This design comes from an exercise in tuning for small area on the open sky130 flow, not from production work.
Only simulation tests tie the RTL to the original design; equivalence was not proved.

==> flow/design.v, too long to show whole: its modules and the start of the top module <==
// module Motor_Controller: 210 lines
// module slt: 11 lines
// module sneg: 9 lines
// module mac16: 917 lines
module Motor_Controller
#(
parameter
      CLK_FREQUENCY     = 8'd4,       
      PWM_PERIOD        = 16'd2016,   
      SPEED_CTRL_PERIOD = 16'd2       
)
(
    input in_rst_n,
    input in_clk,
    input in_module_en,
    input in_fwd_dir,
    input in_PID_passby,
    input in_phA,
    input in_phB,
    input [15:0] in_speed_set,
    output reg [15:0] out_cur_speed,
    input [15:0] in_kp_param,
    input [15:0] in_ki_param,
    input [15:0] in_pid_out_max,
    input [15:0] in_pid_out_min,
    input [31:0] in_pid_ui_limit,
    output reg out_reg_PWMdir,
    output out_w_PWM
);
  // ...
==> flow/flow/run.sh <==
#!/bin/bash
# Own layout flow:
#  1. the standard synthesis (standard.sh synth);
#  2. flow/remap.py maps the combinational logic again with an area-oriented
#     ABC script (flip-flops, full/half adders and their names are kept);
#  3. flow/polopt.py removes inverters around full adders and picks gate
#     polarity twins;
#  4. the standard layout of that netlist, with the smallest port buffer.
set -euo pipefail
W=$(pwd)
R=$W/orfs/results/$FLOW_PLATFORM/Motor_Controller/base
LIB=$FLOW_HOME/platforms/$FLOW_PLATFORM/lib/sky130_fd_sc_hd__tt_025C_1v80.lib
YS=$(command -v yosys || echo $FLOW_HOME/../tools/install/yosys/bin/yosys)
bash standard.sh synth > $W/synth.log 2>&1
cp $R/1_2_yosys.v $W/1_2_yosys.std.v
python3 $W/flow/remap.py $YS $LIB $W/1_2_yosys.std.v $W/1_2_yosys.remap.v > $W/remap.log 2>&1
python3 $W/flow/polopt.py $W/1_2_yosys.remap.v $R/1_2_yosys.v $LIB > $W/polopt.log 2>&1
rm -f $R/1_synth.odb
bash standard.sh 'BUFFER_PORTS_ARGS=-buffer_cell sky130_fd_sc_hd__buf_1' finish > $W/layout.log 2>&1
==> flow/flow/polopt.py <==
#!/usr/bin/env python3
"""Signal-polarity optimisation of a mapped sky130hd netlist (after synthesis).

Every internal inverter is dissolved; then each full adder may be used in
inverted polarity (a full adder is self-dual: FA(~a,~b,~c) = (~sum, ~cout)),
and each simple gate may be swapped for its output-inverted twin (and2 <->
nand2, a21o <-> a21oi, ...).  A local search picks the choice with the least
cell area (inverters added where a consumer needs the other polarity plus the
area change of swapped gates).  Flip-flops, ports and the logic function are
left unchanged.

usage: polopt.py in.v out.v liberty.lib"""
import re, sys, random, math

src, dst, lib = sys.argv[1], sys.argv[2], sys.argv[3]
text = open(src).read()
libtxt = open(lib).read()
AREA = {}
for m in re.finditer(r'cell \("(sky130_fd_sc_hd__\w+)"\)\s*\{(.*?)\n\s*area\s*:\s*([\d.]+)', libtxt, re.S):
    AREA[m.group(1)] = float(m.group(3))
INV_AREA = AREA['sky130_fd_sc_hd__inv_1']

PAIRS = [('and2', 'nand2'), ('and3', 'nand3'), ('and4', 'nand4'), ('or2', 'nor2'), ('or3', 'nor3'),
         ('or4', 'nor4'), ('xor2', 'xnor2'), ('xor3', 'xnor3'), ('a21o', 'a21oi'), ('o21a', 'o21ai'),
         ('a22o', 'a22oi'), ('o22a', 'o22ai'), ('a211o', 'a211oi'), ('o211a', 'o211ai'),
         ('a31o', 'a31oi'), ('o31a', 'o31ai'), ('a2bb2o', 'a2bb2oi'), ('o2bb2a', 'o2bb2ai'),
         ('a32o', 'a32oi'), ('o32a', 'o32ai'), ('a221o', 'a221oi'), ('o221a', 'o221ai'),
         ('a311o', 'a311oi'), ('o311a', 'o311ai'), ('a2111o', 'a2111oi'), ('o2111a', 'o2111ai'),
         ('and2b', 'nand2b'), ('or2b', 'nor2b'), ('and3b', 'nand3b'), ('or3b', 'nor3b'),
         ('and4b', 'nand4b'), ('or4b', 'nor4b'), ('a21bo', 'a21boi'), ('o21ba', 'o21bai'),
         ('mux2', 'mux2i'), ('and4bb', 'nand4bb'), ('or4bb', 'nor4bb'), ('a41o', 'a41oi'),
         ('o41a', 'o41ai'), ('buf', 'inv'), ('clkbuf', 'clkinv')]
TWIN = {}
for a, b in PAIRS:
    TWIN[a] = b
    TWIN[b] = a
def twin_type(typ):
    m = re.match(r'sky130_fd_sc_hd__(\w+?)_(\d+)$', typ)
    if not m or m.group(1) not in TWIN:
        return None
    t = TWIN[m.group(1)]
    for d in (m.group(2), '1', '2'):
        cand = 'sky130_fd_sc_hd__%s_%s' % (t, d)
        if cand in AREA:
            return cand
    return None

OUTPINS = {'X', 'Y', 'Q', 'Q_N', 'SUM', 'COUT', 'HI', 'LO'}
cell_re = re.compile(r'^(\s*)(sky130_fd_sc_hd__\w+)\s+(\\\S+\s|\S+)\s*\((.*?)\);\n', re.M | re.S)
pin_re = re.compile(r'\.(\w+)\(\s*(.*?)\s*\)\s*(?:,|$)', re.S)
cells = []
for m in cell_re.finditer(text):
    typ, name, body = m.group(2), m.group(3), m.group(4)
    pins = [(p, n.strip()) for p, n in pin_re.findall(body)]
    cells.append({'typ': typ, 'name': name, 'pins': pins, 'span': m.span()})

ports = set()
for m in re.finditer(r'^\s*(input|output|inout)\s+(\[[^\]]*\]\s*)?(\S+?)\s*;', text, re.M):
    ports.add(m.group(3))
fixed = set()
for m in re.finditer(r'^\s*assign\s+(.*?);', text, re.M | re.S):
    for tok in re.findall(r'\\\S+|[A-Za-z_][\w$]*(?:\[\d+\])?', m.group(1)):
        fixed.add(tok.strip())
def base(n):
    return n.lstrip('\\').strip().split('[')[0]
def is_fixed(n):
    return n in fixed or base(n) in ports or "'" in n
def is_inv(c):
    return re.match(r'sky130_fd_sc_hd__(clk)?inv_\d+$', c['typ']) is not None
def is_fa(c):
    return re.match(r'sky130_fd_sc_hd__fa_\d+$', c['typ']) is not None

drv = {}
for i, c in enumerate(cells):
    for p, n in c['pins']:
        if p in OUTPINS:
            drv[n] = (i, p)
coll = set()
for i, c in enumerate(cells):
    if is_inv(c):
        d = dict(c['pins'])
        if not is_fixed(d['A']) and not is_fixed(d['Y']):
            coll.add(i)
memo = {}
def root(n):
    if n in memo:
        return memo[n]
    if n in drv and drv[n][0] in coll:
        r, par = root(dict(cells[drv[n][0]]['pins'])['A'])
        res = (r, par ^ 1)
    else:
        res = (n, 0)
    memo[n] = res
    return res

cons = []
for i, c in enumerate(cells):
    if i in coll:
        continue
    for k, (p, n) in enumerate(c['pins']):
        if p in OUTPINS or p == 'CLK':
            continue
        r, par = root(n)
        cons.append((i, k, r, par))

# flippable cells: kind 'fa' (inputs and outputs flip) or 'gate' (output flips, type swaps)
flip = {}
kind = {}
delta = {}
for i, c in enumerate(cells):
    if i in coll:
        continue
    outs_fixed = any(is_fixed(n) for p, n in c['pins'] if p in OUTPINS)
    if outs_fixed:
        continue
    if is_fa(c):
        flip[i] = 0; kind[i] = 'fa'; delta[i] = 0.0
    else:
        t = twin_type(c['typ'])
        if t and sum(1 for p, n in c['pins'] if p in OUTPINS) == 1:
            flip[i] = 0; kind[i] = 'gate'; delta[i] = AREA[t] - AREA[c['typ']]

def q(r):
    if r in drv and drv[r][0] in flip:
        return flip[drv[r][0]]
    return 0
cnt = {}
by_cell = {}
for (i, k, r, par) in cons:
    need = par ^ (flip[i] if kind.get(i) == 'fa' else 0)
    cnt.setdefault(r, [0, 0])[need] += 1
    if kind.get(i) == 'fa':
        by_cell.setdefault(i, []).append((r, par))
outs = {i: [n for p, n in cells[i]['pins'] if p in OUTPINS] for i in flip}
def rcost(r):
    c = cnt.get(r)
    if c is None:
        return 0.0
    return INV_AREA if c[1 - q(r)] > 0 else 0.0
def ccost(i):
    return delta[i] if flip[i] else 0.0
def toggle(i):
    for (r, par) in by_cell.get(i, []):
        need = par ^ flip[i]
        cnt[r][need] -= 1
        cnt[r][need ^ 1] += 1
    flip[i] ^= 1
def total():
    return sum(rcost(r) for r in cnt) + sum(ccost(i) for i in flip)
start = total()
keys = list(flip)
aff_of = {i: set(r for r, _ in by_cell.get(i, [])) | set(outs[i]) for i in keys}
best = start
best_flip = dict(flip)
for seed in range(8):
    random.seed(seed)
    # restart from the all-zero assignment
    for i in keys:
        if flip[i]:
            toggle(i)
    cur = start
    T0 = 4.0
    steps = 300 * len(keys)
    for s_ in range(steps):
        T = max(0.02, T0 * (1 - s_ / steps))
        i = random.choice(keys)
        aff = aff_of[i]
        before = sum(rcost(r) for r in aff) + ccost(i)
        toggle(i)
        after = sum(rcost(r) for r in aff) + ccost(i)
        d = after - before
        if d <= 0 or random.random() < math.exp(-d / T):
            cur += d
            if cur < best - 1e-9:
                best = cur
                best_flip = dict(flip)
        else:
            toggle(i)
# restore best
for i in keys:
    if flip[i] != best_flip[i]:
        toggle(i)
final = total()

newinv = {}
extra_wires = []
extra_cells = []
def esc(n):
    return n + ' ' if n.startswith('\\') else n
def net_for(r, need):
    if need == q(r):
        return r
    if r not in newinv:
        k = len(newinv)
        w = 'pinv_%d_n' % k
        newinv[r] = w
        extra_wires.append('  wire %s;\n' % w)
        extra_cells.append('  sky130_fd_sc_hd__inv_1 pinv_%d (\n    .A(%s),\n    .Y(%s)\n  );\n' % (k, esc(r), w))
    return newinv[r]
newpins = {}
for (i, k, r, par) in cons:
    need = par ^ (flip[i] if kind.get(i) == 'fa' else 0)
    newpins[(i, k)] = net_for(r, need)

out = []
pos = 0
nswap = 0
for i, c in enumerate(cells):
    s, e = c['span']
    out.append(text[pos:s])
    pos = e
    if i in coll:
        continue
    typ = c['typ']
    swap = kind.get(i) == 'gate' and flip[i]
    if swap:
        typ = twin_type(typ)
        nswap += 1
    pins = []
    for k, (p, n) in enumerate(c['pins']):
        if swap and p in ('X', 'Y'):
            p = 'Y' if p == 'X' else 'X'
        pins.append('    .%s(%s)' % (p, esc(newpins.get((i, k), n))))
    name = c['name'] if c['name'].endswith(' ') or not c['name'].startswith('\\') else c['name'] + ' '
    out.append('  %s %s(\n%s\n  );\n' % (typ, name if name.endswith(' ') else name + ' ', ',\n'.join(pins)))
tail = text[pos:]
body = ''.join(out)
idx = body.find('  sky130_fd_sc_hd__')
body = body[:idx] + ''.join(extra_wires) + body[idx:]
tail = tail.replace('endmodule', ''.join(extra_cells) + 'endmodule', 1)
open(dst, 'w').write(body + tail)
print('polopt: %d cells, %d inverters dissolved, %d added, %d FAs inverted, %d gates swapped; '
      'polarity cost %.1f -> %.1f um2' % (len(cells), len(coll), len(newinv),
      sum(1 for i in flip if kind[i] == 'fa' and flip[i]), nswap, start, final))
if len(sys.argv) > 4:
    from collections import Counter
    dk = Counter(); ck = Counter()
    for r in cnt:
        if rcost(r):
            d = cells[drv[r][0]]['typ'].replace('sky130_fd_sc_hd__', '') + '.' + drv[r][1] if r in drv else 'port'
            dk[d] += 1
    for (i, k, r, par) in cons:
        need = par ^ (flip[i] if kind.get(i) == 'fa' else 0)
        if need != q(r):
            ck[cells[i]['typ'].replace('sky130_fd_sc_hd__', '') + '.' + cells[i]['pins'][k][0]] += 1
    print('drivers', dk.most_common(12))
    print('consumers', ck.most_common(16))
==> flow/flow/remap.py <==
#!/usr/bin/env python3
"""Re-map the combinational logic of a mapped netlist with an area-oriented
ABC script. Flip-flops, full and half adders and tie cells stay as they are
(same instances and names); every other cell is read as its liberty function
and mapped again.

usage: remap.py yosys liberty in.v out.v"""
import sys, subprocess, os, re, tempfile
ys, lib, src, dst = sys.argv[1:5]
keep = set(re.findall(r'^\s*(sky130_fd_sc_hd__(?:fa|ha|df|edf|sdf|dl|conb)\w*)\s', open(src).read(), re.M))
libcells = re.findall(r'cell \("(sky130_fd_sc_hd__\w+)"\)', open(lib).read())
dont = ' '.join('-dont_use ' + c for c in libcells if 'lpflow' in c or 'probe' in c)
d = tempfile.mkdtemp(prefix='remap')
abc = os.path.join(d, 'area.abc')
open(abc, 'w').write('strash\ndc2\ndch -f\nmap -a\nmfs2\nstrash\ndch -f\nmap -a\ntopo\ndnsize\n')
script = os.path.join(d, 'remap.ys')
open(script, 'w').write('''read_liberty -ignore_miss_func %s
read_verilog %s
hierarchy -top Motor_Controller
setattr -mod -set keep_hierarchy 1 %s
flatten
opt_clean
abc -liberty %s %s -script %s Motor_Controller
opt_clean -purge
select Motor_Controller
write_verilog -noattr -noexpr -nohex -nodec -selected %s
''' % (lib, src, ' '.join(sorted(keep)), lib, dont, abc, dst))
r = subprocess.run([ys, '-q', '-l', dst + '.log', script], capture_output=True, text=True)
sys.exit(r.returncode)
==> flow/standard.sh <==
#!/bin/bash
# synth_recipe.tcl (not shown) runs the flow's synth.tcl, then flattens the netlist and writes it again
# the make line also repeats each setting of config.mk as NAME=value (left out here)
make -C /OpenROAD-flow-scripts/flow DESIGN_CONFIG=/design/flow/config.mk WORK_HOME=/design/flow/orfs CLKGATE_MAP_FILE= SYNTH_SCRIPT=/design/flow/synth_recipe.tcl "${@:-finish}"
==> flow/config.mk <==
export PLATFORM = sky130hd
export DESIGN_NAME = Motor_Controller
export DESIGN_NICKNAME = Motor_Controller
export VERILOG_FILES = /design/flow/design.v
export SDC_FILE = /design/flow/constraint.sdc
export NUM_CORES = 4
export LEC_CHECK = 0
export CAP_MARGIN = 20
export CORE_MARGIN = 2
export CORE_UTILIZATION = 40
export CTS_BUF_LIST = sky130_fd_sc_hd__clkbuf_4 sky130_fd_sc_hd__clkbuf_8
export GPL_TIMING_DRIVEN = 0
export SLEW_MARGIN = 20
export SYNTH_HIERARCHICAL = 1
==> flow/constraint.sdc <==
create_clock -name core_clock -period 10.0 [get_ports {in_clk}]
set_input_delay 2.0000 -clock core_clock [delete_from_list [all_inputs] [get_ports {in_clk}]]
set_output_delay 2.0000 -clock core_clock [all_outputs]
set_load 0.01 [all_outputs]
==> flow_metrics.tcl, run 1 <==
set metrics [dict create \
    portBuffers 136 \
    seqCellArea_sq_mm 0.00324 \
    cpPeakStageDelay_ns 0.48 \
    setup_viol_count_final 0 \
    met2_length_microns 28200 \
    r2r_slack_ns 0.37 \
    cp-start-kind "flop" \
    grt_pass1_wl_microns 92400 \
    cts_root_buf "clkbuf_8" \
    drc 0 \
    detail-route-antenna-nets 0 \
    busiest_layer "met2" \
    hold_path_class "flop to flop" \
    cts_setup_buffers 17 \
    wl_met1_microns 25200 \
    initial_utilization_pct 40.4 \
    holdWs_ns 0.376 \
    hold_buffers 0 \
    multi_input_area_sq_mm 0.0127 \
    dieArea_sq_mm 0.0439 \
    syn_avg_cell_area_sq_um 8.73 \
    htree_levels 4 \
    grt_pass1_vias 15808 \
    outcome "complete, no violations" \
    core_area_sq_mm 0.0419 \
]
==> inputs of run 2 (changes only) <==
--- a/flow/config.mk
+++ b/flow/config.mk
@@ -10,5 +10,4 @@
 export CORE_UTILIZATION = 40
 export CTS_BUF_LIST = sky130_fd_sc_hd__clkbuf_4 sky130_fd_sc_hd__clkbuf_8
-export GPL_TIMING_DRIVEN = 0
 export SLEW_MARGIN = 20
 export SYNTH_HIERARCHICAL = 1
==> flow_metrics.tcl, run 2 <==
set metrics [dict create \
    outcome "complete, no violations" \
    core_area_sq_mm 0.0419 \
    min_period_ns 9.58 \
    worstPathMaxFanout 12 \
    hold_path_class "flop to flop" \
    placement_rows 75 \
    num_antenna_cells 0 \
    dieArea_sq_mm 0.0439 \
    cts_setup_buffers 0 \
    grt_max_degree 40 \
    nFillCells 4154 \
    overflow 0 \
    final_nets 2646 \
    whs_path_depth 0 \
    area_delta_synth_final_pct 13.5 \
    synthCells 1934 \
    required_ns 10.19 \
    timing.setup.tns_ns 0 \
    htree_levels 4 \
    busiest_layer "met2" \
    reg.largest.list "ui x32, x x32" \
    skew_ns 0.0155 \
    seqCellArea_sq_mm 0.00324 \
    critical_path_class "flop to flop" \
    cp-end-kind "flop" \
    dr.pass1.iters 6 \
    worstHoldStart "b0" \
    fin_area_sq_mm 0.0192 \
    hold_end "b1" \
    grt_pass1_vias 16004 \
    hold_viol 0 \
    r2r_cells 27 \
    crit_arrival_ns 9.77 \
    drc 0 \
    die_y_microns 209 \
    die_w_microns 209 \
    netlist_area_sq_mm 0.0169 \
    met3_usage_pct 4.06 \
    cts_root_buf "clkbuf_8" \
    max-cap-violations 0 \
    use_met2_pct 46.9 \
    mostFrequentLayoutCells "301 x nand2_1, 294 x fa_1, 254 x nor2_1" \
    r2r_slack_ns 0.42 \
    utilization_pct 45.8 \
    grt.total_usage_pct 28.9 \
    use_met1_pct 39.5 \
    max_freq_mhz 104 \
    cp-start-kind "flop" \
    setup_viol_count_final 0 \
    portBuffers 136 \
    drt-vias-per-instance 5.81 \
    dp_hpwl_microns 50800 \
    initial_utilization_pct 40.4 \
    worst_slew_pin_slew_ns 1.11 \
    layout-drive-gt1-share_pct 6.24 \
    wl_per_cell_microns 22.9 \
    gp_routability_congestion 0.999 \
    detail-route-antenna-nets 0 \
    ioPinCount 137 \
    cts.sinks 153 \
    path_clk_slew_ns 0.09 \
    multi_input_area_sq_mm 0.0127 \
    clock_path_buffers 2 \
    r2r-end "t16[15]" \
    final_max_slew_viol_count 0 \
    cts-resized-gates 0 \
    rsz0062_at_grt "no" \
    max_slew_margin_pct 25.7 \
    hold_buffers 0 \
    cts_inserted_buffers 17 \
    syn_avg_cell_area_sq_um 8.73 \
    fin_crit_sh_pct 95.8 \
    r2r-start "x[7]" \
    insertion_delay_ns 0.48 \
    antenna_found_initial 0 \
    final_common_cell "nand2_1" \
    dpl_cell_area_sq_mm 0.0187 \
    grt_pass1_wl_microns 95400 \
    vias 15782 \
    cts_tree "yes" \
    yosys_warnings 7 \
    wl_microns 62300 \
    drtIter0Drc 1379 \
    syn_nets 2415 \
]
==> run 2: cell types whose count changed in the layout (fill, tap and decap cells not counted), sizes merged <==
| cell | previous run | this run |
|---|---|---|
| clkinvlp | 5 | 2 |
| buf | 205 | 210 |
| inv | 220 | 219 |
| clkinv | 53 | 50 |
| clkbuf | 21 | 20 |
| bufinv | 1 | 6 |
==> run 2: through the flow <==
stage	hold slack [ns]	instances	setup slack (ns)
floorplan	0.349	1934	0.185
global placement	0.354	2684	0.264
detailed placement	0.354	2685	0.144
CTS	0.366	2717	0.365
global route	0.373	2717	0.0362
finish	0.365	2717	0.415
==> run 2: routing by layer <==
metal	vias up	part of all wire [%]
li1	6964	-
met1	7951	42
met2	738	46
met3	129	7.6
met4	0	4.0
met5	-	0
==> run 2: layout make-up <==
class / instances / share of cell area, %
clock buffers: 18 / 1.26
clock inverters: 14 / 1.28
inverters: 263 / 5.15
multi-input cells: 1518 / 66.1
flip-flops and latches: 153 / 16.9
well taps: 539 / 3.52
repair buffers: 212 / 5.76
==> run 2: critical path: stages, from the launching register on <==
cell and delay, ns:
dfxtp_1 0.33, nand4_1 0.09, nor3_1 0.12, fa_1 0.47, fa_1 0.47, fa_1 0.46
fa_1 0.46, fa_1 0.46, fa_1 0.46, fa_1 0.46, fa_1 0.47, fa_1 0.47
fa_1 0.47, fa_1 0.46, fa_1 0.46, fa_1 0.46, fa_1 0.46, fa_1 0.44
xnor2_1 0.15, xor2_1 0.17, inv_1 0.13, o22ai_1 0.08, o22ai_1 0.14, nand3_1 0.12
inv_1 0.35, a21oi_1 0.16, o21ai_0 0.35, o221ai_1 0.19
==> run 2: how the worst max path moves through the flow <==
stage	from	to	slack [ns]	cells past startpoint
floorplan	in_PID_passby	ui[31]	0.18	29
global placement	in_PID_passby	tovh	0.26	34
detailed placement	in_PID_passby	ui[31]	0.14	35
CTS	x[7]	t16[15]	0.37	27
global route	in_PID_passby	tovh	0.04	36
finish	x[7]	t16[15]	0.42	27
==> inputs of run 3 (changes only) <==
--- a/flow/config.mk
+++ b/flow/config.mk
@@ -6,8 +6,8 @@
 export NUM_CORES = 4
 export LEC_CHECK = 0
-export CAP_MARGIN = 20
+export CAP_MARGIN = 0
 export CORE_MARGIN = 2
 export CORE_UTILIZATION = 40
 export CTS_BUF_LIST = sky130_fd_sc_hd__clkbuf_4 sky130_fd_sc_hd__clkbuf_8
-export SLEW_MARGIN = 20
+export SLEW_MARGIN = 0
 export SYNTH_HIERARCHICAL = 1
==> flow_metrics.tcl, run 3 <==
set metrics [dict create \
    grt_pass1_vias 15981 \
    drc 0 \
    worst_slew_pin_slew_ns 1.23 \
    mostFrequentLayoutCells "301 x nand2_1, 294 x fa_1, 254 x nor2_1" \
    utilization_pct 45.8 \
    hold_path_class "flop to flop" \
    dpl_cell_area_sq_mm 0.0187 \
    crit_arrival_ns 9.74 \
    core_area_sq_mm 0.0419 \
    grt_pass1_wl_microns 95200 \
    dp_cells 2684 \
    final_common_cell "nand2_1" \
    setup_viol_count_final 0 \
    drt-vias-per-instance 5.81 \
    rsz0062_at_grt "no" \
    vias 15767 \
    netlist_area_sq_mm 0.0169 \
    worstPathMaxFanout 12 \
    overflow 0 \
    cp-start-kind "flop" \
    num_antenna_cells 0 \
    fin_area_sq_mm 0.0192 \
    die_y_microns 209 \
    final_nets 2645 \
    antenna_found_initial 0 \
    fin_crit_sh_pct 95.6 \
    grt_max_degree 40 \
    wl_microns 62300 \
    syn_avg_cell_area_sq_um 8.73 \
    placement_rows 75 \
    die_w_microns 209 \
    max-cap-violations 0 \
    detail-route-antenna-nets 0 \
    cts_root_buf "clkbuf_8" \
    required_ns 10.18 \
    timing.setup.tns_ns 0 \
    dr.pass1.iters 6 \
    dieArea_sq_mm 0.0439 \
    cts.sinks 153 \
    reg.largest.list "ui x32, x x32" \
    area_delta_synth_final_pct 13.4 \
    synthCells 1934 \
    critical_path_class "flop to flop" \
    hold_viol 0 \
    htree_levels 4 \
    nFillCells 4170 \
    holdWs_ns 0.367 \
    insertion_delay_ns 0.47 \
    pre_cts_ws_ns 0.0507 \
    layout-drive-gt1-share_pct 6.29 \
    cts_inserted_buffers 17 \
    max_freq_mhz 105 \
    path_clk_slew_ns 0.08 \
    max_slew_margin_pct 17.7 \
    setup_slack_ns 0.444 \
    portBuffers 136 \
    yosys_warnings 7 \
    ioPinCount 137 \
    stdcell_count 2716 \
    dp_hpwl_microns 50800 \
    grt.total_usage_pct 28.8 \
    cp-end-kind "flop" \
    final_max_slew_viol_count 0 \
    cts_tree "yes" \
    outcome "complete, no violations" \
    clock_path_buffers 2 \
    min_period_ns 9.56 \
    wl_per_cell_microns 22.9 \
    hold_buffers 0 \
    syn_nets 2415 \
    gp_routability_congestion 0.999 \
    drtIter0Drc 1524 \
    initial_utilization_pct 40.4 \
    skew_ns 0.0158 \
]
==> run 3: path summary, 6_finish.rpt <==
path	startpoint	to	slack, ns	cells past startpoint
worst max-delay path	x[7]	t16[15]	0.44	27
worst min-delay path	b0	b1	0.37	0
worst max register to register	x[7]	t16[15]	0.44	27
worst min register to register	b0	b1	0.37	0
max in group asynchronous	in_rst_n	dir	8.14	2
min in group asynchronous	in_rst_n	sA	1.57	2
==> run 3: area by class of cell <==
| cell class | count | area (sq um) | share of cell area [%] |
|---|---|---|---|
| Inverter | 263 | 987 | 5.15 |
| Timing Repair Buffer | 211 | 1090 | 5.68 |
| Tap cell | 539 | 674 | 3.52 |
| Multi-Input combinational cell | 1518 | 12700 | 66.2 |
| Clock inverter | 14 | 245 | 1.28 |
| Sequential cell | 153 | 3240 | 16.9 |
| Clock buffer | 18 | 241 | 1.26 |
==> run 3: what timing repair did <==
item                                    CTS  global route
buffers inserted                          0             0
endpoints found under the setup margin    0             3
gates resized for setup                   0             2
==> run 3: critical path, stage by stage, from the launching register on <==
cell,delay (ns)
dfxtp_1,0.33
nand4_1,0.10
nor3_1,0.12
fa_1,0.47
fa_1,0.47
fa_1,0.46
fa_1,0.47
fa_1,0.46
fa_1,0.46
fa_1,0.46
fa_1,0.46
fa_1,0.46
fa_1,0.47
fa_1,0.46
fa_1,0.47
fa_1,0.46
fa_1,0.46
fa_1,0.44
xnor2_1,0.19
xor2_1,0.13
inv_1,0.13
o22ai_1,0.07
o22ai_1,0.14
nand3_1,0.11
inv_1,0.34
a21oi_1,0.17
o21ai_0,0.32
o221ai_1,0.19
==> run 3: routing by layer <==
layer	GRT usage (%)	vias up	wire, microns
met4	10.8	0	2430
met3	3.46	131	4760
met1	40.3	7946	26200
met5	0	-	0
met2	46.3	737	28900
li1	-	6953	-
==> module Motor_Controller, before the edit <==
module Motor_Controller
#(
parameter
      CLK_FREQUENCY     = 8'd4,       
      PWM_PERIOD        = 16'd2016,   
      SPEED_CTRL_PERIOD = 16'd2       
)
(
    input in_rst_n,
    input in_clk,
    input in_module_en,
    input in_fwd_dir,
    input in_PID_passby,
    input in_phA,
    input in_phB,
    input [15:0] in_speed_set,
    output reg [15:0] out_cur_speed,
    input [15:0] in_kp_param,
    input [15:0] in_ki_param,
    input [15:0] in_pid_out_max,
    input [15:0] in_pid_out_min,
    input [31:0] in_pid_ui_limit,
    output reg out_reg_PWMdir,
    output out_w_PWM
);
localparam CW = (PWM_PERIOD > 16'd8192) ? 15 : (PWM_PERIOD > 16'd4096) ? 13 :
                (PWM_PERIOD > 16'd2048) ? 12 : (PWM_PERIOD > 16'd1024) ? 11 :
                (PWM_PERIOD > 16'd512) ? 10 : (PWM_PERIOD > 16'd256) ? 9 :
                (PWM_PERIOD > 16'd128) ? 8 : (PWM_PERIOD > 16'd64) ? 7 :
                (PWM_PERIOD > 16'd32) ? 6 : 5;
localparam [CW-1:0] LAST = PWM_PERIOD - 1;
localparam [2:0] P0F = 3'b000, P1 = 3'b001, P2 = 3'b011, P3 = 3'b010,
                 P4 = 3'b110, P5 = 3'b111, P6 = 3'b101, P0 = 3'b100;
reg [2:0] st;
wire idle = (st == P0F) | (st == P0);
wire s_p1 = (st == P1);
wire s_p2 = (st == P2);
wire s_p4 = (st == P4);
wire s_p5 = (st == P5);
wire spe;
always @(posedge in_clk) begin
    if (!in_rst_n) st <= P0F;
    else case (st)
        P0F, P0: if (in_module_en) st <= P1;
        P1: st <= P2;
        P2: st <= P3;
        P3: st <= P4;
        P4: st <= P5;
        P5: st <= P6;
        P6: if (spe) st <= P0;
        default: st <= P0F;
    endcase
end
reg [1:0] ph;             
reg [CW-1:0] count;       
reg started;              
wire tick = (ph == 2'd1);
wire [CW:0] cc;           
wire [CW-1:0] cnext;
assign cc[0] = tick;
genvar i;
generate for (i = 0; i < CW; i = i + 1) begin : g_cnt
    assign cnext[i] = count[i] ^ cc[i];
    assign cc[i+1] = count[i] & cc[i];
end endgenerate
wire czero = ~in_rst_n | (tick & ((count & LAST) == LAST));
always @(posedge in_clk) begin
    if (!in_rst_n) begin
        ph <= 2'd0;
        started <= 1'b0;
    end else begin
        ph <= ph + 2'd1;
        if (tick) started <= 1'b1;
    end
    count <= czero ? {CW{1'b0}} : cnext;
end
assign spe = started & tick & (count == {CW{1'b0}});
reg [CW-1:0] pwm_thres;
reg thres_big;
wire [CW:0] pc;
assign pc[0] = 1'b0;
generate for (i = 0; i < CW; i = i + 1) begin : g_pwm
    assign pc[i+1] = (pwm_thres[i] & ~count[i]) | (pwm_thres[i] & pc[i]) | (~count[i] & pc[i]);
end endgenerate
assign out_w_PWM = pc[CW] | thres_big;
reg a0, a1, b0, b1;
always @(posedge in_clk) begin
    a0 <= in_phA; a1 <= a0;
    b0 <= in_phB; b1 <= b0;
end
wire cnt_en = a0 ^ a1 ^ b0 ^ b1;
reg sA, sB, dir;
always @(posedge in_clk or negedge in_rst_n) begin
    if (!in_rst_n) begin
        sA <= 1'b0; sB <= 1'b0; dir <= 1'b0;
    end else if ((in_phA ^ sA) ^ (in_phB ^ sB)) begin
        sA <= in_phA; sB <= in_phB;
        dir <= sB ^ in_phA;
    end
end
reg [15:0] cnter;
wire enc_clr = (st == P0F) | s_p2;
wire [15:0] cbase = enc_clr ? 16'd0 : cnter;
wire [16:0] ec;
wire [15:0] enext;
assign ec[0] = 1'b0;
generate for (i = 0; i < 16; i = i + 1) begin : g_enc
    wire bi = (i == 0) ? cnt_en : (cnt_en & dir);
    assign enext[i] = cbase[i] ^ bi ^ ec[i];
    assign ec[i+1] = (cbase[i] & bi) | (cbase[i] & ec[i]) | (bi & ec[i]);
end endgenerate
wire csat = enext[15] & ~(|enext[14:0]);
wire csat_up = csat & ~dir;
always @(posedge in_clk) begin
    cnter <= {enext[15] & ~csat_up, enext[14:1] | {14{csat_up}}, enext[0] | csat};
end
reg [31:0] ui;           
reg incf;                
reg [31:0] x;            
reg lt3;                 
reg [15:0] t16;          
reg tovh, tovl;          
wire [15:0] err = t16;
wire [15:0] o5 = t16;
wire sel7 = tovh;
wire [16:0] rc;
wire [15:0] err_d;
assign rc[0] = 1'b1;
generate for (i = 0; i < 16; i = i + 1) begin : g_err
    wire bi = ~cnter[i] | in_PID_passby;
    assign err_d[i] = in_speed_set[i] ^ bi ^ rc[i];
    assign rc[i+1] = (in_speed_set[i] & bi) | (in_speed_set[i] & rc[i]) | (bi & rc[i]);
end endgenerate
wire [15:0] ki_e = in_PID_passby ? 16'd0 : in_ki_param;
wire [15:0] kp_e = in_PID_passby ? 16'd256 : in_kp_param;
wire [15:0] max_e = in_PID_passby ? PWM_PERIOD : in_pid_out_max;
wire [15:0] min_e = in_PID_passby ? (16'd0 - PWM_PERIOD) : in_pid_out_min;
wire [15:0] m_a = st[0] ? ki_e : kp_e;
wire [31:0] m_c = st[0] ? ui : 32'd0;
wire [31:0] prod;
mac16 u_mac (.a(m_a), .b(err), .c(m_c), .ci(st[0] & incf), .s(prod));
wire [31:0] lim = in_pid_ui_limit;
wire gt, lt;
slt #(32) u_gt (.a(lim), .b(ui), .y(gt));
sneg #(32) u_lt (.a(ui), .b(lim), .y(lt));
wire [31:0] clamp = gt ? lim : (lt ? ~lim : ui);
wire [16:0] oc;
wire [15:0] o3;
assign oc[0] = lt3 & (&x[7:0]);
generate for (i = 0; i < 16; i = i + 1) begin : g_o3
    assign o3[i] = x[i+8] ^ t16[i] ^ oc[i];
    assign oc[i+1] = (x[i+8] & t16[i]) | (x[i+8] & oc[i]) | (t16[i] & oc[i]);
end endgenerate
wire c9, c3, t12, t13;
slt #(16) u_c9 (.a(max_e), .b(t16), .y(c9));
slt #(16) u_c3 (.a(t16), .b(min_e), .y(c3));
slt #(16) u_12 (.a(max_e), .b(o3), .y(t12));
slt #(16) u_13 (.a(o3), .b(min_e), .y(t13));
wire t9 = tovh | (~tovl & c9);
wire t3 = tovl | (~tovh & c3);
wire cl = t9 | t3;
wire [15:0] o6 = sel7 ? max_e : o5;
wire [16:0] mc;
wire [15:0] mag;
assign mc[0] = o6[15];
generate for (i = 0; i < 16; i = i + 1) begin : g_mag
    wire v = o6[i] ^ o6[15];
    assign mag[i] = v ^ mc[i];
    assign mc[i+1] = v & mc[i];
end endgenerate
wire [15:0] thr16 = in_PID_passby ? mag : {mag[10:0], 5'd0};
always @(posedge in_clk) begin
    x <= in_PID_passby ? 32'd0 : clamp;
    lt3 <= ~in_PID_passby & ~gt & lt;
    if (~st[1]) t16 <= err_d;
    else if (~st[0]) t16 <= st[2] ? (t9 ? max_e : ((t3 | t13) ? min_e : o3)) : prod[23:8];
    tovh <= st[2] ? (t12 & ~cl) : (~prod[31] & (prod[30:23] != 8'h00));
    tovl <= prod[31] & (prod[30:23] != 8'hff);
end
always @(posedge in_clk) begin
    if (!in_rst_n) begin
        ui <= 32'd0;
        incf <= 1'b0;
    end else if (s_p2) begin
        ui <= prod;
        incf <= 1'b0;
    end else if (s_p4 & ~cl) begin
        ui <= x;
        incf <= lt3;
    end
end
always @(posedge in_clk) begin
    if (!in_rst_n) begin
        out_cur_speed <= 16'd0;
        out_reg_PWMdir <= 1'b0;
        pwm_thres <= {CW{1'b0}};
        thres_big <= 1'b0;
    end else begin
        if (s_p1) out_cur_speed <= cnter;
        if (s_p5) begin
            out_reg_PWMdir <= o6[15] ^ ~in_fwd_dir;
            pwm_thres <= thr16[CW-1:0];
            thres_big <= |thr16[15:CW];
        end else if (idle & ~in_module_en) begin
            pwm_thres <= {CW{1'b0}};
            thres_big <= 1'b0;
        end
    end
end
endmodule
==> inputs of run 4 (changes only) <==
--- a/flow/design.v
+++ b/flow/design.v
@@ -117,5 +117,4 @@
 end
 reg [31:0] ui;           
-reg incf;                
 reg [31:0] x;            
 reg lt3;                 
@@ -137,13 +136,15 @@
 wire [15:0] max_e = in_PID_passby ? PWM_PERIOD : in_pid_out_max;
 wire [15:0] min_e = in_PID_passby ? (16'd0 - PWM_PERIOD) : in_pid_out_min;
-wire [15:0] m_a = st[0] ? ki_e : kp_e;
-wire [31:0] m_c = st[0] ? ui : 32'd0;
+wire [15:0] m_a = st[0] ? ki_e : (st[2] ? 16'd0 : kp_e);
 wire [31:0] prod;
-mac16 u_mac (.a(m_a), .b(err), .c(m_c), .ci(st[0] & incf), .s(prod));
+mac16 u_mac (.a(m_a), .b(err), .c(x), .ci(st[2] & lt3), .s(prod));
 wire [31:0] lim = in_pid_ui_limit;
 wire gt, lt;
 slt #(32) u_gt (.a(lim), .b(ui), .y(gt));
 sneg #(32) u_lt (.a(ui), .b(lim), .y(lt));
-wire [31:0] clamp = gt ? lim : (lt ? ~lim : ui);
+wire x_zero = st[0] ? st[1] : in_PID_passby;
+wire x_lim = gt & ~st[0];
+wire x_nlim = lt & ~gt & ~st[0];
+wire [31:0] x_d = x_zero ? 32'd0 : (x_lim ? lim : (x_nlim ? ~lim : ui));
 wire [16:0] oc;
 wire [15:0] o3;
@@ -172,5 +173,5 @@
 wire [15:0] thr16 = in_PID_passby ? mag : {mag[10:0], 5'd0};
 always @(posedge in_clk) begin
-    x <= in_PID_passby ? 32'd0 : clamp;
+    x <= x_d;
     lt3 <= ~in_PID_passby & ~gt & lt;
     if (~st[1]) t16 <= err_d;
@@ -180,14 +181,6 @@
 end
 always @(posedge in_clk) begin
-    if (!in_rst_n) begin
-        ui <= 32'd0;
-        incf <= 1'b0;
-    end else if (s_p2) begin
-        ui <= prod;
-        incf <= 1'b0;
-    end else if (s_p4 & ~cl) begin
-        ui <= x;
-        incf <= lt3;
-    end
+    if (!in_rst_n) ui <= 32'd0;
+    else if (s_p2 | (s_p4 & ~cl)) ui <= prod;
 end
 always @(posedge in_clk) begin
--- a/flow/config.mk
+++ b/flow/config.mk
@@ -6,8 +6,8 @@
 export NUM_CORES = 4
 export LEC_CHECK = 0
-export CAP_MARGIN = 0
+export CAP_MARGIN = 20
 export CORE_MARGIN = 2
 export CORE_UTILIZATION = 40
 export CTS_BUF_LIST = sky130_fd_sc_hd__clkbuf_4 sky130_fd_sc_hd__clkbuf_8
-export SLEW_MARGIN = 0
+export SLEW_MARGIN = 20
 export SYNTH_HIERARCHICAL = 1
==> flow_metrics.tcl, run 4 <==
set metrics [dict create \
    dpl_cell_area_sq_mm 0.0185 \
    clock_path_buffers 2 \
    portBuffers 136 \
    drt-vias-per-instance 5.64 \
    crit_arrival_ns 9.85 \
    htree_levels 4 \
    cts_tree "yes" \
    placement_rows 74 \
    wl_per_cell_microns 22.3 \
    skew_ns 0.0233 \
    fin_crit_sh_pct 95.9 \
    detail-route-antenna-nets 0 \
    cp-start-kind "input port" \
    layout-drive-gt1-share_pct 7.07 \
    syn_nets 2339 \
    min_period_ns 9.59 \
    grt_pass1_vias 15542 \
    syn_avg_cell_area_sq_um 8.90 \
    overflow 0 \
    worst_slew_pin_slew_ns 1.06 \
    r2r-start "x[5]" \
    drc 0 \
    die_w_microns 207 \
    dr.pass1.iters 6 \
    wl_met1_microns 25000 \
    initial_utilization_pct 40.5 \
    mostFrequentLayoutCells "294 x fa_1, 252 x nand2_1, 244 x nor2_1" \
    cts_root_buf "clkbuf_8" \
    cts_inserted_buffers 17 \
    dp_hpwl_microns 47800 \
    drtIter0Drc 1555 \
    die_y_microns 207 \
    worstPathMaxFanout 32 \
    ioPinCount 137 \
    max_freq_mhz 104 \
    nFillCells 4028 \
    final_common_cell "fa_1" \
    outcome "complete, no violations" \
    antenna_found_initial 4 \
    dieArea_sq_mm 0.0430 \
    wl_microns 59300 \
    cp-end-kind "flop" \
    gp_routability_congestion 0.959 \
    hold_path_class "flop to flop" \
    setup_viol_count_final 0 \
    vias 14990 \
    grt_max_degree 45 \
    final_max_slew_viol_count 0 \
    path_clk_slew_ns 0.10 \
    critPathLaunch "in_PID_passby" \
    grt_pass1_wl_microns 92600 \
    grt.total_usage_pct 28.3 \
    max_slew_margin_pct 28.4 \
    netlist_area_sq_mm 0.0165 \
    insertion_delay_ns 0.53 \
    synthCells 1858 \
    cts.sinks 152 \
    core_area_sq_mm 0.0408 \
    max-cap-violations 0 \
    required_ns 10.26 \
    fin_area_sq_mm 0.0190 \
    final_nets 2591 \
    highest_layer "met5" \
    reg.largest.list "ui x32, x x32" \
    hold_viol 0 \
    met2_length_microns 27300 \
    yosys_warnings 7 \
    area_delta_synth_final_pct 14.6 \
    worstHoldStart "a0" \
    critical_path_class "input port to flop" \
    rsz0062_at_grt "no" \
    route.met3.wl_microns 4760 \
]
## run 4: timing repair
item / CTS / global route
setup buffers: 0 / 0
resized for setup: 0 / 4
hold buffers: 0 / 0
endpoints found under the setup margin: 0 / 3
## run 4: per-layer routing
metal	vias up	global-route usage (%)
li1	6754	-
met1	7403	38.6
met2	706	44.8
met3	125	5.42
met4	2	11.1
met5	-	0
## run 4: per-stage QoR
stage / hold slack (ns) / util [%] / cells / worst slack (ns) / TNS, ns
after CTS: 0.370 / 46.4 / 2655 / 0.373 / 0
after floorplan: 0.349 / - / 1858 / 0.167 / 0
after detailed placement: 0.358 / 45.4 / 2623 / -0.194 / -0.470
after global routing: 0.379 / 46.4 / 2656 / 0.0160 / 0
after global placement: 0.355 / 45.4 / 2623 / -0.0522 / -0.0805
final: 0.367 / 46.4 / 2658 / 0.414 / 0
## run 4: worst paths after layout
kind                            to  slack [ns]  cells past startpoint
setup / recovery           t16[15]        0.41                     22
hold / removal                  a1        0.37                      0
setup reg to reg            t16[4]        0.53                     27
hold reg to reg                 a1        0.37                      0
max in group asynchronous       sA        8.12                      2
min in group asynchronous       sB        1.54                      2
## run 4: layout make-up
class                           instances  area, sq um  area share [%]
Inverter                              263          988            5.21
Sequential cell                       152         3220            17.0
Timing Repair Buffer                  233         1280            6.74
Clock inverter                         13          169           0.891
Multi-Input combinational cell       1443        12400            65.3
Clock buffer                           19          249            1.31
Antenna cell                            3         7.51          0.0396
Tap cell                              532          666            3.51
## run 4: worst max-delay path, stage by stage
cell	delay [ns]
clkbuf_2	0.17
buf_4	0.40
nor2_1	0.12
ha_1	0.23
fa_1	0.41
fa_1	0.42
fa_1	0.42
fa_1	0.42
fa_1	0.43
fa_1	0.46
fa_1	0.47
fa_1	0.46
fa_1	0.47
fa_1	0.48
fa_1	0.49
fa_1	0.48
fa_1	0.48
fa_1	0.45
xnor2_1	0.24
o21ai_0	0.13
nand2_1	0.08
o221ai_1	0.11
==> inputs of run 5 (changes only) <==
--- a/flow/config.mk
+++ b/flow/config.mk
@@ -8,6 +8,7 @@
 export CAP_MARGIN = 20
 export CORE_MARGIN = 2
-export CORE_UTILIZATION = 40
+export CORE_UTILIZATION = 60
 export CTS_BUF_LIST = sky130_fd_sc_hd__clkbuf_4 sky130_fd_sc_hd__clkbuf_8
+export PLACE_DENSITY = 0.7
 export SLEW_MARGIN = 20
 export SYNTH_HIERARCHICAL = 1
==> flow_metrics.tcl, run 5 <==
set metrics [dict create \
    dp_cells 2426 \
    grt.total_usage_pct 40.4 \
    drtIter0Drc 1533 \
    min_period_ns 9.60 \
    area_delta_synth_final_pct 12.7 \
    fin_crit_sh_pct 96.0 \
    htree_levels 4 \
    stdcell_count 2457 \
    portBuffers 136 \
    dieArea_sq_mm 0.0289 \
    dp_hpwl_microns 45400 \
    dr.pass1.iters 8 \
    clock_path_buffers 2 \
    antenna_found_initial 0 \
    path_clk_slew_ns 0.11 \
    netlist_area_sq_mm 0.0165 \
    grt_pass1_wl_microns 86500 \
    die_w_microns 170 \
    reg.largest.list "ui x32, x x32" \
    synthCells 1858 \
    yosys_warnings 7 \
    vias 15182 \
    crit_arrival_ns 9.82 \
    hold_path_class "flop to flop" \
    worst_slew_pin_slew_ns 1.16 \
    hold_buffers 0 \
    critPathLaunch "x[1]" \
    max_freq_mhz 104 \
    die_y_microns 170 \
    required_ns 10.22 \
    outcome "complete, no violations" \
    rsz0062_at_grt "yes" \
    max_slew_margin_pct 22.1 \
    r2r_cells 27 \
    final_max_slew_viol_count 0 \
    overflow 0 \
    r2r_slack_ns 0.40 \
    layout-drive-gt1-share_pct 6.85 \
    holdWs_ns 0.374 \
    worstPathMaxFanout 16 \
    initial_utilization_pct 61.2 \
    critical_path_class "flop to flop" \
    cts.sinks 152 \
    grt_max_degree 45 \
    syn_nets 2339 \
    cts_tree "yes" \
    mostFrequentLayoutCells "294 x fa_1, 252 x nand2_1, 244 x nor2_1" \
    r2r-start "x[1]" \
    placement_rows 60 \
    cts_inserted_buffers 17 \
    max-cap-violations 0 \
    cp-end-kind "flop" \
    cp-start-kind "flop" \
    timing.setup.tns_ns 0 \
    gp_routability_congestion 1.05 \
    final_common_cell "fa_1" \
    ioPinCount 137 \
    grt_pass1_vias 15370 \
    drt-vias-per-instance 6.18 \
    skew_ns 0.0214 \
    wl_microns 55900 \
    cts_root_buf "clkbuf_8" \
    wl_per_cell_microns 22.7 \
    detail-route-antenna-nets 0 \
    worstHoldStart "a0" \
    insertion_delay_ns 0.49 \
    core_area_sq_mm 0.0270 \
    final_nets 2585 \
    whs_path_depth 0 \
    num_antenna_cells 0 \
    hold_viol 0 \
    setup_viol_count_final 0 \
    syn_avg_cell_area_sq_um 8.90 \
    drc 0 \
]
run 5: per-stage QoR:
step | util (%) | setup slack (ns) | instance area, sq um
4_1_cts | 68.9 | 0.0399 | 18600
3_3_place_gp | 67.4 | -0.179 | 18200
5_1_grt | 69.0 | -0.0133 | 18600
3_5_place_dp | 67.4 | -0.435 | 18200
6_report | 69.0 | 0.401 | 18600
2_1_floorplan | - | 0.167 | 16600
run 5: timing repair:
action,CTS,global route
resized for setup,0,9
setup endpoints to repair,0,6
buffers inserted,0,0
run 5: critical path: stages (launching register included):
cell      delay, ns
dfxtp_1        0.40
nand3_1        0.12
nor4_1         0.14
fa_1           0.48
fa_1           0.47
fa_1           0.47
fa_1           0.48
fa_1           0.47
fa_1           0.46
fa_1           0.46
fa_1           0.47
fa_1           0.48
fa_1           0.46
fa_1           0.46
fa_1           0.46
fa_1           0.46
fa_1           0.46
fa_1           0.44
xnor2_1        0.20
xor2_1         0.21
inv_1          0.13
o221a_2        0.28
nand2_1        0.08
inv_1          0.23
a21oi_1        0.21
o21ai_0        0.11
o211ai_1       0.10
o221ai_1       0.14
run 5: path summary, 6_finish.rpt:
check / endpoint
setup / recovery: t16[4]
hold / removal: a1
setup reg to reg: t16[4]
hold reg to reg: a1
max in group asynchronous: sB
min in group asynchronous: dir
run 5: cell type report:
cell class / count / area, sq um
flip-flops and latches: 152 / 3220
well taps: 341 / 427
repair buffers: 227 / 1210
inverters: 263 / 988
clock inverters: 14 / 179
multi-input cells: 1443 / 12400
clock buffers: 17 / 234
fillers: 2282 / 8380
run 5: routing by layer:
metal  share of wire [%]  GRT usage (%)
met1                  38           52.9
met2                  45           62.8
met3                  11           9.93
met4                 6.2           21.3
met5                   0              0
==> inputs of run 6 (changes only) <==
--- a/flow/design.v
+++ b/flow/design.v
@@ -117,4 +117,5 @@
 end
 reg [31:0] ui;           
+reg incf;                
 reg [31:0] x;            
 reg lt3;                 
@@ -136,15 +137,13 @@
 wire [15:0] max_e = in_PID_passby ? PWM_PERIOD : in_pid_out_max;
 wire [15:0] min_e = in_PID_passby ? (16'd0 - PWM_PERIOD) : in_pid_out_min;
-wire [15:0] m_a = st[0] ? ki_e : (st[2] ? 16'd0 : kp_e);
+wire [15:0] m_a = st[0] ? ki_e : kp_e;
+wire [31:0] m_c = st[0] ? ui : 32'd0;
 wire [31:0] prod;
-mac16 u_mac (.a(m_a), .b(err), .c(x), .ci(st[2] & lt3), .s(prod));
+mac16 u_mac (.a(m_a), .b(err), .c(m_c), .ci(st[0] & incf), .s(prod));
 wire [31:0] lim = in_pid_ui_limit;
 wire gt, lt;
 slt #(32) u_gt (.a(lim), .b(ui), .y(gt));
 sneg #(32) u_lt (.a(ui), .b(lim), .y(lt));
-wire x_zero = st[0] ? st[1] : in_PID_passby;
-wire x_lim = gt & ~st[0];
-wire x_nlim = lt & ~gt & ~st[0];
-wire [31:0] x_d = x_zero ? 32'd0 : (x_lim ? lim : (x_nlim ? ~lim : ui));
+wire [31:0] clamp = gt ? lim : (lt ? ~lim : ui);
 wire [16:0] oc;
 wire [15:0] o3;
@@ -173,5 +172,5 @@
 wire [15:0] thr16 = in_PID_passby ? mag : {mag[10:0], 5'd0};
 always @(posedge in_clk) begin
-    x <= x_d;
+    x <= in_PID_passby ? 32'd0 : clamp;
     lt3 <= ~in_PID_passby & ~gt & lt;
     if (~st[1]) t16 <= err_d;
@@ -181,6 +180,14 @@
 end
 always @(posedge in_clk) begin
-    if (!in_rst_n) ui <= 32'd0;
-    else if (s_p2 | (s_p4 & ~cl)) ui <= prod;
+    if (!in_rst_n) begin
+        ui <= 32'd0;
+        incf <= 1'b0;
+    end else if (s_p2) begin
+        ui <= prod;
+        incf <= 1'b0;
+    end else if (s_p4 & ~cl) begin
+        ui <= x;
+        incf <= lt3;
+    end
 end
 always @(posedge in_clk) begin
==> flow/flow/run.sh (replaced) <==
#!/bin/bash
# Own layout flow:
#  1. the standard synthesis (standard.sh synth);
#  2. three more syntheses of the same RTL that differ only in ABC's script or
#     in SYNTH_HIERARCHICAL, each in its own folder;
#  3. flow/choose.py keeps a netlist only if its flip-flops are exactly the
#     standard synthesis's (same cells, renamed to the standard names), puts
#     each through flow/polopt.py (inverter clean-up around full adders, gate
#     polarity twins) and takes the smallest;
#  4. the standard layout of that netlist, with the smallest port buffer.
set -euo pipefail
W=$(pwd)
R=$W/orfs/results/$FLOW_PLATFORM/Motor_Controller/base
LIB=$FLOW_HOME/platforms/$FLOW_PLATFORM/lib/sky130_fd_sc_hd__tt_025C_1v80.lib
bash standard.sh synth > $W/synth.log 2>&1
cp $R/1_2_yosys.v $W/1_2_yosys.std.v
alts=()
i=0
for v in "ABC_AREA=1" "SYNTH_HIERARCHICAL=0" "SYNTH_HIERARCHICAL=0 ABC_AREA=1"; do
  i=$((i+1))
  sed "s#$W/orfs#$W/alt$i#g" standard.sh > $W/alt$i.sh
  ( bash $W/alt$i.sh $v synth > $W/alt$i.log 2>&1 || true ) &
  alts+=("$W/alt$i/results/$FLOW_PLATFORM/Motor_Controller/base/1_2_yosys.v")
done
wait
python3 $W/flow/choose.py $LIB $R/1_2_yosys.v $W/1_2_yosys.std.v "${alts[@]}" > $W/choose.log 2>&1
rm -f $R/1_synth.odb
bash standard.sh 'BUFFER_PORTS_ARGS=-buffer_cell sky130_fd_sc_hd__buf_1' finish > $W/layout.log 2>&1
==> flow/flow/choose.py (new file) <==
#!/usr/bin/env python3
"""Pick the smallest of several synthesis netlists of the same RTL.

usage: choose.py liberty out.v ref.v [alt.v ...]
ref.v is bench's standard synthesis. An alternative is used only if it has
exactly the same flip-flops (output net, cell type); its flip-flop instances
are renamed to the names the standard synthesis gave them. Each netlist is
first put through polopt.py; the one with the least cell area is written."""
import re, sys, subprocess, os

lib, out, ref = sys.argv[1], sys.argv[2], sys.argv[3]
alts = sys.argv[4:]
here = os.path.dirname(os.path.abspath(__file__))
libtxt = open(lib).read()
AREA = {m.group(1): float(m.group(3)) for m in re.finditer(
    r'cell \("(sky130_fd_sc_hd__\w+)"\)\s*\{(.*?)\n\s*area\s*:\s*([\d.]+)', libtxt, re.S)}
cell_re = re.compile(r'^(\s*)(sky130_fd_sc_hd__\w+)\s+(\\\S+\s|\S+)\s*\((.*?)\);\n', re.M | re.S)
FF = re.compile(r'sky130_fd_sc_hd__(df|edf|sdf|dl)\w*$')

def parse(text):
    cells = []
    for m in cell_re.finditer(text):
        pins = dict((p, n.strip()) for p, n in re.findall(r'\.(\w+)\(\s*(.*?)\s*\)\s*(?:,|$)', m.group(4), re.S))
        cells.append((m.group(2), m.group(3).strip(), pins, m.span(3)))
    return cells

def area(text):
    return sum(AREA.get(t, 0.0) for t, n, p, s in parse(text))

def flops(cells):
    # instance name -> (type, output net)
    return {n: (t, p.get('Q', p.get('Q_N'))) for t, n, p, s in cells if FF.match(t)}

reft = open(ref).read()
refff = flops(parse(reft))
refq = {q: n for n, (t, q) in refff.items()}
cands = [('standard', ref, reft)]
for a in alts:
    if not os.path.exists(a):
        print('%s: missing' % a)
        continue
    t = open(a).read()
    cells = parse(t)
    ff = flops(cells)
    ren = {}
    ok = len(ff) == len(refff)
    for n, (typ, q) in ff.items():
        want = n if n in refff else refq.get(q)
        if want is None or refff[want][0] != typ:
            ok = False
            break
        if want != n:
            ren[n] = want
    if not ok or len(set(ren.values()) | (set(ff) - set(ren))) != len(refff):
        print('%s: flip-flops differ from the standard synthesis, not used' % a)
        continue
    names = set(n for _, n, _, _ in cells)
    spans = []
    for typ, n, pins, span in cells:
        if n in ren:
            spans.append((span, ren[n]))
        elif n in set(ren.values()):
            k = 0
            while '%s_c%d' % (n.lstrip('\\'), k) in names:
                k += 1
            spans.append((span, '%s_c%d' % (n.lstrip('\\'), k)))
    for (s, e), new in sorted(spans, reverse=True):
        if new.startswith('\\') or re.search(r'[^\w]', new):
            new = '\\' + new.lstrip('\\')
        t = t[:s] + new + ' ' + t[e:]
    chk = flops(parse(t))
    assert set(chk) == set(refff) and all(chk[n][0] == refff[n][0] for n in refff), 'rename failed'
    fn = a + '.ren.v'
    open(fn, 'w').write(t)
    cands.append((os.path.basename(os.path.dirname(a)) or a, fn, t))
best = None
for name, fn, t in cands:
    pfn = fn + '.pol.v'
    r = subprocess.run([sys.executable, os.path.join(here, 'polopt.py'), fn, pfn, lib], capture_output=True, text=True)
    if r.returncode != 0:
        print('%s: polopt failed: %s' % (name, r.stderr[-500:]))
        continue
    a0 = area(t)
    a1 = area(open(pfn).read())
    print('%s (%s): area %.1f, after polopt %.1f; %s' % (name, fn, a0, a1, r.stdout.strip()))
    if best is None or a1 < best[0] - 1e-6:
        best = (a1, name, pfn)
print('chosen: %s, %.1f' % (best[1], best[0]))
open(out, 'w').write(open(best[2]).read())
--- a/flow/config.mk
+++ b/flow/config.mk
@@ -8,7 +8,6 @@
 export CAP_MARGIN = 20
 export CORE_MARGIN = 2
-export CORE_UTILIZATION = 60
+export CORE_UTILIZATION = 40
 export CTS_BUF_LIST = sky130_fd_sc_hd__clkbuf_4 sky130_fd_sc_hd__clkbuf_8
-export PLACE_DENSITY = 0.7
 export SLEW_MARGIN = 20
 export SYNTH_HIERARCHICAL = 1
removed: flow/flow/remap.py
==> flow_metrics.tcl, run 6 <==
set metrics [dict create \
    seqCellArea_sq_mm 0.00324 \
    hold_viol 0 \
    insertion_delay_ns 0.49 \
    outcome "complete, no violations" \
    initial_utilization_pct 40.5 \
    detail-route-antenna-nets 0 \
    cp-start-kind "flop" \
    synthCells 2036 \
    nFillCells 4487 \
    final_max_slew_viol_count 0 \
    max_slew_margin_pct 27.4 \
    cts_setup_buffers 0 \
    yosys_warnings 7 \
    hold_end "b1" \
    worst_slew_pin_slew_ns 1.09 \
    worstHoldStart "b0" \
    die_y_microns 221 \
    pre_cts_ws_ns -0.145 \
    grt_pass1_wl_microns 94000 \
    dieArea_sq_mm 0.0489 \
    max_freq_mhz 103 \
    clock_path_buffers 2 \
    timing.setup.tns_ns 0 \
    path_clk_slew_ns 0.09 \
    rsz0062_at_grt "no" \
    final_common_cell "nand2_1" \
    r2r_slack_ns 0.32 \
    htree_levels 4 \
    drtIter0Drc 1074 \
    dr.pass1.iters 6 \
    required_ns 10.20 \
    cts.sinks 153 \
    syn_avg_cell_area_sq_um 9.27 \
    crit_path_top_delay_cell "fa_1" \
    dp_hpwl_microns 47200 \
    setup_slack_ns 0.319 \
    skew_ns 0.0207 \
    antenna_found_initial 0 \
    cts_inserted_buffers 17 \
    worstPathMaxFanout 13 \
    whs_path_depth 0 \
    cp-end-kind "flop" \
    wl_microns 59100 \
    vias 15286 \
    core_area_sq_mm 0.0466 \
    r2r-end "t16[4]" \
    r2r-start "x[0]" \
    mostFrequentLayoutCells "316 x nand2_1, 286 x fa_1, 166 x inv_1" \
    wl_per_cell_microns 21.4 \
    crit_arrival_ns 9.88 \
    path_common_cell "fa_1" \
    final_nets 2624 \
    fin_crit_sh_pct 96.8 \
    die_w_microns 221 \
    min_period_ns 9.68 \
    grt_pass1_vias 16243 \
    multi_input_area_sq_mm 0.0145 \
    hold_path_class "flop to flop" \
    portBuffers 136 \
    crit_family "adder cells" \
    grt_max_degree 55 \
    cts-resized-gates 0 \
    critical_path_class "flop to flop" \
    placement_rows 79 \
    max-cap-violations 0 \
    cts_tree "yes" \
    cts_root_buf "clkbuf_8" \
    syn_nets 2517 \
    layout-drive-gt1-share_pct 10.8 \
    worst-path-buf-inv 3 \
    setup_viol_count_final 0 \
    netlist_area_sq_mm 0.0189 \
    ioPinCount 137 \
    hold_buffers 0 \
    cpPeakStageDelay_ns 0.59 \
    area_delta_synth_final_pct 9.40 \
    overflow 0 \
    gp_routability_congestion 0.961 \
    grt.total_usage_pct 24.7 \
    reg.largest.list "ui x32, x x32" \
    drt-vias-per-instance 5.53 \
    num_antenna_cells 0 \
    r2r_cells 29 \
    drc 0 \
]
-- run 6: cell types whose count changed in the layout (fill, tap and decap cells not counted), sizes merged, moves of 43 or more --
cell,previous run,this run
nor2,248,163
nor2b,0,66
nand2,252,316
mux2i,1,63
nand2b,0,55
o21ai,94,41
clkinv,53,2
inv,222,177
a21oi,89,46
-- run 6: per-stage QoR --
stage                     instances  instance area (sq um)  hold slack (ns)  utilization [%]
final                          2762                  20700            0.369             44.4
after global routing           2762                  20700            0.379             44.4
after CTS                      2761                  20600            0.369             44.2
after floorplan                2036                  19000            0.349                -
after global placement         2730                  20200            0.354             43.5
after detailed placement       2730                  20200            0.357             43.5
-- run 6: per-layer routing --
layer | vias up | global-route usage (%) | wire length (microns)
met3 | 148 | 4.02 | 3810
met4 | 0 | 10.5 | 2660
met1 | 7614 | 31.8 | 24300
met5 | - | 0 | 0
li1 | 6926 | - | -
met2 | 598 | 41.2 | 28400
-- run 6: worst max-delay path by stage --
stage	start	end	slack, ns	cells after the start
final	x[0]	t16[4]	0.32	29
after global routing	in_PID_passby	ui[31]	0.002	27
after CTS	x[0]	t16[10]	0.03	29
after detailed placement	in_PID_passby	tovh	-0.15	26
after global placement	in_PID_passby	ui[31]	-0.05	29
after floorplan	in_PID_passby	ui[31]	0.003	32
-- run 6: area by class of cell --
cell class	instances	share of cell area, %
timing repair buffer	218	5.71
multi-input combinational	1581	70.0
tap	607	3.68
sequential	153	15.7
inverter	172	3.17
clock buffer	18	1.20
clock inverter	13	0.521

what the ideal ports hide:
Ports are ideal in the flow. The routed layouts listed here were re-timed in OpenROAD.
Step 1, drivers: a clkbuf_16 drives in_clk and a buf_2 each remaining input, both assumed.
Step 2 moves the port delays by t, midway between the first and last clock arrival at a register: inputs arrive t later, outputs are due t later. That takes back most of the time a late clock gives input paths.
a / b / c = ideal / step 1 / step 2; a / b = the first two.
run | t, ns | setup slack, ns | worst data-port slew with drivers (ns)
run 1 | 0.550 | 0.371 / 0.310 / -0.240 | 0.17
run 2 | 0.514 | 0.415 / 0.415 / 0.047 | 0.06
run 3 | 0.508 | 0.444 / 0.444 / 0.060 | 0.06
run 4 | 0.569 | 0.414 / 0.443 / -0.125 | 0.08
run 5 | 0.527 | 0.401 / 0.401 / -0.054 | 0.04
run 6 | 0.531 | 0.319 / 0.319 / -0.107 | 0.06
With both steps, setup timing fails in run 1, run 4, run 5 and run 6, where it was met with ideal ports. The setup slack of run 1, which loses most, moves by -0.061 ns with the drivers and by -0.611 ns with both steps.
